Background: an optimization exercise with open tools, aiming at small area and a short achievable clock period. Do not read the settings as production practice. Only simulation tests tie the RTL to the original design; equivalence was not proved.

==> inputs of run R <==
Design systolic_array_4x4, start of the top module:
module systolic_array_4x4 #(
  parameter DATA_W = 8,
  parameter ACC_W  = 16,
  parameter N      = 4
)(
  input  logic                   clk,
  input  logic                   rst_n,
  input  logic [N*DATA_W-1:0]    a_in,     
  input  logic [N*DATA_W-1:0]    w_in,     
  output logic [N*N*ACC_W-1:0]   result    
);
  logic [N-1:0][DATA_W-1:0] a_q, w_q, a_qn, w_qn;
  always_ff @(posedge clk or negedge rst_n) begin
    if (!rst_n) begin
      a_q <= '0;
      w_q <= '0;
    end else begin
      a_q <= a_in;
      w_q <= w_in;
    end
  end
  assign a_qn = ~a_q;
  assign w_qn = ~w_q;
  genvar gi, gj;
  for (gi = 0; gi < N; gi++) begin : ROW
    for (gj = 0; gj < N; gj++) begin : COL
      pe u_pe (
        .clk(clk), .rst_n(rst_n),
        .a_n(a_qn[gi]), .w_n(w_qn[gj]),
        .psum_out(result[(gi*N+gj)*ACC_W +: ACC_W])
      );
    end
  end
endmodule
export LEC_CHECK = 0
export CAP_MARGIN = 20
export CORE_MARGIN = 2
export CORE_UTILIZATION = 40
export SLEW_MARGIN = 20
export SYNTH_HIERARCHICAL = 1
create_clock -name core_clock -period 5.2 [get_ports {clk}]
run.sh (not shown) runs the stock make flow with config.mk's settings and CLKGATE_MAP_FILE= SYNTH_SCRIPT=/design/flow/synth_recipe.tcl, a recipe that flattens the netlist after the stock synthesis.
==> run X: changes against run R <==
==> flow/flow/run.sh (new file) <==
#!/bin/bash
# Layout flow: the standard ORFS flow (standard.sh, unchanged synthesis),
# with the port buffers that global placement inserts made from the small
# sky130_fd_sc_hd__buf_1 instead of ORFS's default choice. Every input and
# output port still gets its own buffer; timing repair may resize them later.
set -euo pipefail
export BUFFER_PORTS_ARGS="-buffer_cell sky130_fd_sc_hd__buf_1"
bash standard.sh finish > standard_flow.log 2>&1
==> flow/standard.sh (new file) <==
#!/bin/bash
# synth_recipe.tcl (not shown) runs the flow's synth.tcl, then flattens the netlist and writes it again
# the make line also repeats each setting of config.mk as NAME=value (left out here)
make -C /OpenROAD-flow-scripts/flow DESIGN_CONFIG=/design/flow/config.mk WORK_HOME=/design/flow/orfs CLKGATE_MAP_FILE= SYNTH_SCRIPT=/design/flow/synth_recipe.tcl "${@:-finish}"
removed: flow/run.sh
==> results.txt <==
Run X ran to the end with no violations. Run R passed the timing, DRC and antenna checks. Cell count is about the same in run X and run R. Between run R and run X, the lower critical path depth is in run X (gap 2). Against run R, the count of clock-buffer cells in the layout of run X is lower by 7. Of run R and run X, run R has the higher non-clock buffer count (gap 4). Between run R and run X, the lower worst hold slack is in run R (gap 35 ps). First-iteration DRC count: run X is larger than run R (1.6%).

========
==> inputs of run E <==
systolic_array_4x4, a different RTL version from the one above (not shown whole).
==> flow/config.mk <==
export PLATFORM = sky130hd
export DESIGN_NAME = systolic_array_4x4
export DESIGN_NICKNAME = systolic_array_4x4
export VERILOG_FILES = /design/flow/design.v
export SDC_FILE = /design/flow/constraint.sdc
export NUM_CORES = 4
export LEC_CHECK = 0
export CAP_MARGIN = 20
export CORE_MARGIN = 2
export CORE_UTILIZATION = 40
export SETUP_SLACK_MARGIN = 1.5
export SLEW_MARGIN = 20
export SYNTH_HIERARCHICAL = 1
==> flow/constraint.sdc <==
create_clock -name core_clock -period 5.2 [get_ports {clk}]
set_input_delay 1.0400 -clock core_clock [delete_from_list [all_inputs] [get_ports {clk}]]
set_output_delay 1.0400 -clock core_clock [all_outputs]
set_load 0.01 [all_outputs]
standard.sh (not shown) runs the stock make flow with config.mk's settings and CLKGATE_MAP_FILE= SYNTH_SCRIPT=/design/flow/synth_recipe.tcl, a recipe that flattens the netlist after the stock synthesis.
==> flow/flow/run.sh <==
#!/bin/bash
# Layout flow: the standard ORFS flow (standard.sh) with two settings
# passed to make:
#  - the port buffers that global placement inserts are the small
#    sky130_fd_sc_hd__buf_1 (every input and output port still gets its own
#    buffer; timing repair may resize it);
#  - ABC maps with a 1 fF load per output (ABC_LOAD_IN_FF) instead of 5 fF, so
#    the design's single-gate modules map to minimum-size cells; placement
#    and timing repair size up what needs it.
# The make output goes to standard_flow.log; ORFS keeps each step's log under
# orfs/logs.
set -euo pipefail
bash standard.sh "BUFFER_PORTS_ARGS=-buffer_cell sky130_fd_sc_hd__buf_1" \
  ABC_LOAD_IN_FF=1 finish > standard_flow.log 2>&1
==> inputs of run F, as changes to run E <==
Settings changed: SETUP_SLACK_MARGIN 1.5 to not set.
==> qor summary <==
quantity                                                           run F       run E
Worst Setup Slack, final                                         1.47 ns     1.62 ns
Proportion of layout cells with a drive suffix above 1             5.64%       5.76%
Share of the cycle needed by the critical path after routing       71.7%       68.8%
Average via count per standard cell                                 6.01        6.02
Fraction of area in multi-input gates                              60.4%       60.4%
Met2 wire len                                                  56,100 um   56,000 um
Area taken by flip-flops and latches                          0.0105 mm2  0.0105 mm2
Cell count along the critical path                                    10           9
Result of the run                       no timing/DRC/antenna violations  no timing/DRC/antenna violations
Share of cell area taken by flip-flops and latches                 23.7%       23.7%
Post-route core utilization                                        45.3%       45.3%

-- what the ideal ports hide --
No port has a modelled driver above. Below, the same layouts with a new extraction and two added sets of constraints.
Step 1: set_driving_cell puts a clkbuf_16 on clk and a buf_2 on each other input, an assumption about the parent block.
Step 2 moves the port delays by t, midway between the first and last clock arrival at a register: inputs arrive t later, outputs are due t later. That takes back most of the time a late clock gives input paths.
Slacks: ideal / step 1 / step 2; pairs: ideal / step 1.
| run | t (ns) | setup WS [ns] | worst setup path at the end | worst slew at a driven data input, ns |
|---|---|---|---|---|
| run R | 0.682 | 0.646 / 0.646 / 0.646 | register to register | 0.12 |
| run X | 0.702 | 0.685 / 0.685 / 0.685 | register to register | 0.04 |
| run E | 0.694 | 1.620 / 1.620 / 1.620 | register to register | 0.10 |
| run F | 0.693 | 1.470 / 1.470 / 1.470 | register to register | 0.10 |
After both steps every run listed still meets setup and hold.
